This is an optimization exercise on Yosys and OpenROAD, whose aim is small area and a short achievable clock period, not a production implementation. At most, simulation tests tie the RTL to the original design; equivalence was not proved.

== main ==
## fifo_queue
module fifo_queue
#(
        parameter QUEUE_SIZE = 16,
        parameter QUEUE_PTR_WIDTH_IN_BITS = 4,
        parameter SINGLE_ENTRY_WIDTH_IN_BITS = 32,
        parameter STORAGE_TYPE = "LUTRAM"
)
(
        input                                                                   reset_in,
        input                                                                   clk_in,
        output                                                                  is_empty_out,
        output                                                                  is_full_out,
        input           [SINGLE_ENTRY_WIDTH_IN_BITS - 1 : 0]                    request_in,
        input                                                                   request_valid_in,
        output  reg                                                             issue_ack_out,
        output  reg     [SINGLE_ENTRY_WIDTH_IN_BITS - 1 : 0]                    request_out,
        output  reg                                                             request_valid_out,
        input                                                                   issue_ack_in,
        output          [SINGLE_ENTRY_WIDTH_IN_BITS * QUEUE_SIZE - 1 : 0]       fifo_entry_packed_out,
        output          [QUEUE_SIZE - 1 : 0]                                    fifo_entry_valid_packed_out
);
For scale: about 600 flip-flops.
==> module fifo_queue, before the edit <==
module fifo_queue
#(
        parameter QUEUE_SIZE = 16,
        parameter QUEUE_PTR_WIDTH_IN_BITS = 4,
        parameter SINGLE_ENTRY_WIDTH_IN_BITS = 32,
        parameter STORAGE_TYPE = "LUTRAM"
)
(
        input                                                                   reset_in,
        input                                                                   clk_in,
        output                                                                  is_empty_out,
        output                                                                  is_full_out,
        input           [SINGLE_ENTRY_WIDTH_IN_BITS - 1 : 0]                    request_in,
        input                                                                   request_valid_in,
        output  reg                                                             issue_ack_out,
        output  reg     [SINGLE_ENTRY_WIDTH_IN_BITS - 1 : 0]                    request_out,
        output  reg                                                             request_valid_out,
        input                                                                   issue_ack_in,
        output          [SINGLE_ENTRY_WIDTH_IN_BITS * QUEUE_SIZE - 1 : 0]       fifo_entry_packed_out,
        output          [QUEUE_SIZE - 1 : 0]                                    fifo_entry_valid_packed_out
);
localparam W = SINGLE_ENTRY_WIDTH_IN_BITS;
localparam N = QUEUE_SIZE;
reg  [N - 1 : 0]     write_sel;
reg  [N - 1 : 0]     read_sel;
reg                  full_r;
reg                  empty_r;
reg  [N - 1 : 0]     valid_r;
reg  [W * N - 1 : 0] data_r;
assign is_full_out                 = full_r;
assign is_empty_out                = empty_r;
assign fifo_entry_valid_packed_out = valid_r;
assign fifo_entry_packed_out       = data_r;
wire write = request_valid_in & (~full_r | issue_ack_in);
wire read  = issue_ack_in & ~empty_r;
wire [N - 1 : 0] valid_next_slot = {valid_r[0], valid_r[N - 1 : 1]};
wire after_read_valid  = |(read_sel  & valid_next_slot);
wire after_write_valid = |(write_sel & valid_next_slot);
reg  [W - 1 : 0] head;
integer k;
always @(*)
begin
        head = {W{1'b0}};
        for (k = 0; k < N; k = k + 1)
                head = head | (data_r[k * W +: W] & {W{read_sel[k]}});
end
always @(posedge clk_in, posedge reset_in)
begin
        if (reset_in)
        begin
                write_sel         <= {{(N - 1){1'b0}}, 1'b1};
                read_sel          <= {{(N - 1){1'b0}}, 1'b1};
                issue_ack_out     <= 1'b0;
                request_out       <= {W{1'b0}};
                request_valid_out <= 1'b0;
                full_r            <= 1'b0;
                empty_r           <= 1'b1;
        end
        else
        begin
                if (write)
                        write_sel <= {write_sel[N - 2 : 0], write_sel[N - 1]};
                if (read)
                        read_sel  <= {read_sel[N - 2 : 0], read_sel[N - 1]};
                issue_ack_out     <= write;
                request_out       <= head;
                request_valid_out <= ~empty_r;
                full_r            <= full_r ? (~issue_ack_in | request_valid_in)
                                            : (request_valid_in & ~read & after_write_valid);
                empty_r           <= ~full_r & ~request_valid_in & (empty_r | (issue_ack_in & ~after_read_valid));
        end
end
genvar gen;
generate
        for (gen = 0; gen < N; gen = gen + 1)
        begin : slot
                wire we   = write & write_sel[gen];
                wire rd   = read  & read_sel[gen];
                wire keep = ~(we | rd);
                always @(posedge clk_in, posedge reset_in)
                begin
                        if (reset_in)
                        begin
                                data_r[gen * W +: W] <= {W{1'b0}};
                                valid_r[gen]         <= 1'b0;
                        end
                        else
                        begin
                                data_r[gen * W +: W] <= (request_in & {W{we}}) | (data_r[gen * W +: W] & {W{keep}});
                                valid_r[gen]         <= we | (valid_r[gen] & ~rd);
                        end
                end
        end
endgenerate
endmodule
==> flow/config.mk <==
export PLATFORM = sky130hd
export DESIGN_NAME = fifo_queue
export DESIGN_NICKNAME = fifo_queue
export VERILOG_FILES = /design/flow/design.v
export SDC_FILE = /design/flow/constraint.sdc
export NUM_CORES = 4
export LEC_CHECK = 0
export CAP_MARGIN = 20
export CORE_MARGIN = 2
export CORE_UTILIZATION = 40
export SETUP_SLACK_MARGIN = 2.8
export SLEW_MARGIN = 20
==> flow/constraint.sdc <==
create_clock -name core_clock -period 5.0 [get_ports {clk_in}]
set_input_delay 1.0000 -clock core_clock [delete_from_list [all_inputs] [get_ports {clk_in}]]
set_output_delay 1.0000 -clock core_clock [all_outputs]
set_load 0.01 [all_outputs]
standard.sh (not shown) runs the stock make flow with config.mk's settings and CLKGATE_MAP_FILE= SYNTH_SCRIPT=/design/flow/synth_recipe.tcl, a recipe that flattens the netlist after the stock synthesis.
==> flow/flow/run.sh <==
#!/bin/bash
export BUFFER_PORTS_ARGS="-buffer_cell sky130_fd_sc_hd__buf_1"
export SETUP_MOVE_SEQUENCE="unbuffer,sizeup,swap"
bash standard.sh > standard.log 2>&1
The following lists how the feature branch was set up differently from main:
diff --git a/flow/design.v b/flow/design.v
--- a/flow/design.v
+++ b/flow/design.v
@@ -22,6 +22,6 @@
 localparam W = SINGLE_ENTRY_WIDTH_IN_BITS;
 localparam N = QUEUE_SIZE;
-reg  [N - 1 : 0]     write_sel;
-reg  [N - 1 : 0]     read_sel;
+reg  [N - 1 : 0]     wr_nf;
+reg  [N - 1 : 0]     rd_ne;
 reg                  full_r;
 reg                  empty_r;
@@ -34,7 +34,14 @@
 wire write = request_valid_in & (~full_r | issue_ack_in);
 wire read  = issue_ack_in & ~empty_r;
+wire [N - 1 : 0] write_sel = wr_nf | (rd_ne & {N{full_r}});
+wire [N - 1 : 0] read_sel  = rd_ne | (wr_nf & {N{empty_r}});
 wire [N - 1 : 0] valid_next_slot = {valid_r[0], valid_r[N - 1 : 1]};
-wire after_read_valid  = |(read_sel  & valid_next_slot);
-wire after_write_valid = |(write_sel & valid_next_slot);
+wire after_read_valid  = |(rd_ne & valid_next_slot);
+wire after_write_valid = |(wr_nf & valid_next_slot);
+wire full_next  = full_r ? (~issue_ack_in | request_valid_in)
+                         : (request_valid_in & ~read & after_write_valid);
+wire empty_next = ~full_r & ~request_valid_in & (empty_r | (issue_ack_in & ~after_read_valid));
+wire [N - 1 : 0] write_sel_next = write ? {write_sel[N - 2 : 0], write_sel[N - 1]} : write_sel;
+wire [N - 1 : 0] read_sel_next  = read  ? {read_sel[N - 2 : 0],  read_sel[N - 1]}  : read_sel;
 reg  [W - 1 : 0] head;
 integer k;
@@ -43,5 +50,5 @@
         head = {W{1'b0}};
         for (k = 0; k < N; k = k + 1)
-                head = head | (data_r[k * W +: W] & {W{read_sel[k]}});
+                head = head | (data_r[k * W +: W] & {W{rd_ne[k]}});
 end
 always @(posedge clk_in, posedge reset_in)
@@ -49,6 +56,6 @@
         if (reset_in)
         begin
-                write_sel         <= {{(N - 1){1'b0}}, 1'b1};
-                read_sel          <= {{(N - 1){1'b0}}, 1'b1};
+                wr_nf             <= {{(N - 1){1'b0}}, 1'b1};
+                rd_ne             <= {N{1'b0}};
                 issue_ack_out     <= 1'b0;
                 request_out       <= {W{1'b0}};
@@ -59,23 +66,20 @@
         else
         begin
-                if (write)
-                        write_sel <= {write_sel[N - 2 : 0], write_sel[N - 1]};
-                if (read)
-                        read_sel  <= {read_sel[N - 2 : 0], read_sel[N - 1]};
+                wr_nf             <= write_sel_next & {N{~full_next}};
+                rd_ne             <= read_sel_next  & {N{~empty_next}};
                 issue_ack_out     <= write;
                 request_out       <= head;
                 request_valid_out <= ~empty_r;
-                full_r            <= full_r ? (~issue_ack_in | request_valid_in)
-                                            : (request_valid_in & ~read & after_write_valid);
-                empty_r           <= ~full_r & ~request_valid_in & (empty_r | (issue_ack_in & ~after_read_valid));
+                full_r            <= full_next;
+                empty_r           <= empty_next;
         end
 end
+wire write_full = request_valid_in & issue_ack_in & full_r;
 genvar gen;
 generate
         for (gen = 0; gen < N; gen = gen + 1)
         begin : slot
-                wire we   = write & write_sel[gen];
-                wire rd   = read  & read_sel[gen];
-                wire keep = ~(we | rd);
+                wire we   = (request_valid_in & wr_nf[gen]) | (write_full & rd_ne[gen]);
+                wire keep = ~((request_valid_in & wr_nf[gen]) | (issue_ack_in & rd_ne[gen]));
                 always @(posedge clk_in, posedge reset_in)
                 begin
@@ -88,5 +92,5 @@
                         begin
                                 data_r[gen * W +: W] <= (request_in & {W{we}}) | (data_r[gen * W +: W] & {W{keep}});
-                                valid_r[gen]         <= we | (valid_r[gen] & ~rd);
+                                valid_r[gen]         <= we | (valid_r[gen] & keep);
                         end
                 end
Notes after the runs:
Compared with main, the feature branch shows a higher simple logic cell fraction of the synthesized area.
Top routing layer in use: met4 -> main, met5 -> the feature branch
The standard cell core area on main is in line with that on the feature branch.
Of main and the feature branch, the run reporting the lower proportion of cell area occupied by registers was the feature branch.
The final layout from the feature branch, which completed every stage, passed the timing, DRC and antenna checks at the end of the flow.
A capture point of the critical path of is_empty_out is what the feature branch shows, while data_r[301]$_DFF_PP0_ belongs to main.
In the flow results for main and the feature branch, the post-route clock period utilization is smaller on main.
Required time of the critical path: the feature branch vs main down 1470 ps
Function not checked in the feature branch: the RTL went through the layout flow alone.

[separate check: timing with driven ports]
In the flow no input, the clock included, has a driving cell. The finished layouts below were timed again as built, in two steps. Step 1 assumes that a clkbuf_16 drives the clock port and a buf_2 every other input. Step 2 times the ports against the registers' clock, not the clock port: input delays grow and output delays shrink by t, the midpoint of the rising clock arrivals with the driver on. a / b / c = ideal / step 1 / step 2; a / b = the first two.
run	shift t [ns]	setup WS [ns]	clock arrival spread, ns	worst register clock-pin slew, ns	cell pins on the clock port's net
main	0.651	2.686 / 2.647 / 2.052	0.026 / 0.026	0.06 / 0.06	1
the feature branch	0.694	2.444 / 2.383 / 2.031	0.027 / 0.028	0.07 / 0.07	1
After both steps every run listed still meets setup and hold. For main, which loses most, drivers alone change the setup slack by -0.039 ns; drivers and shift together by -0.634 ns.
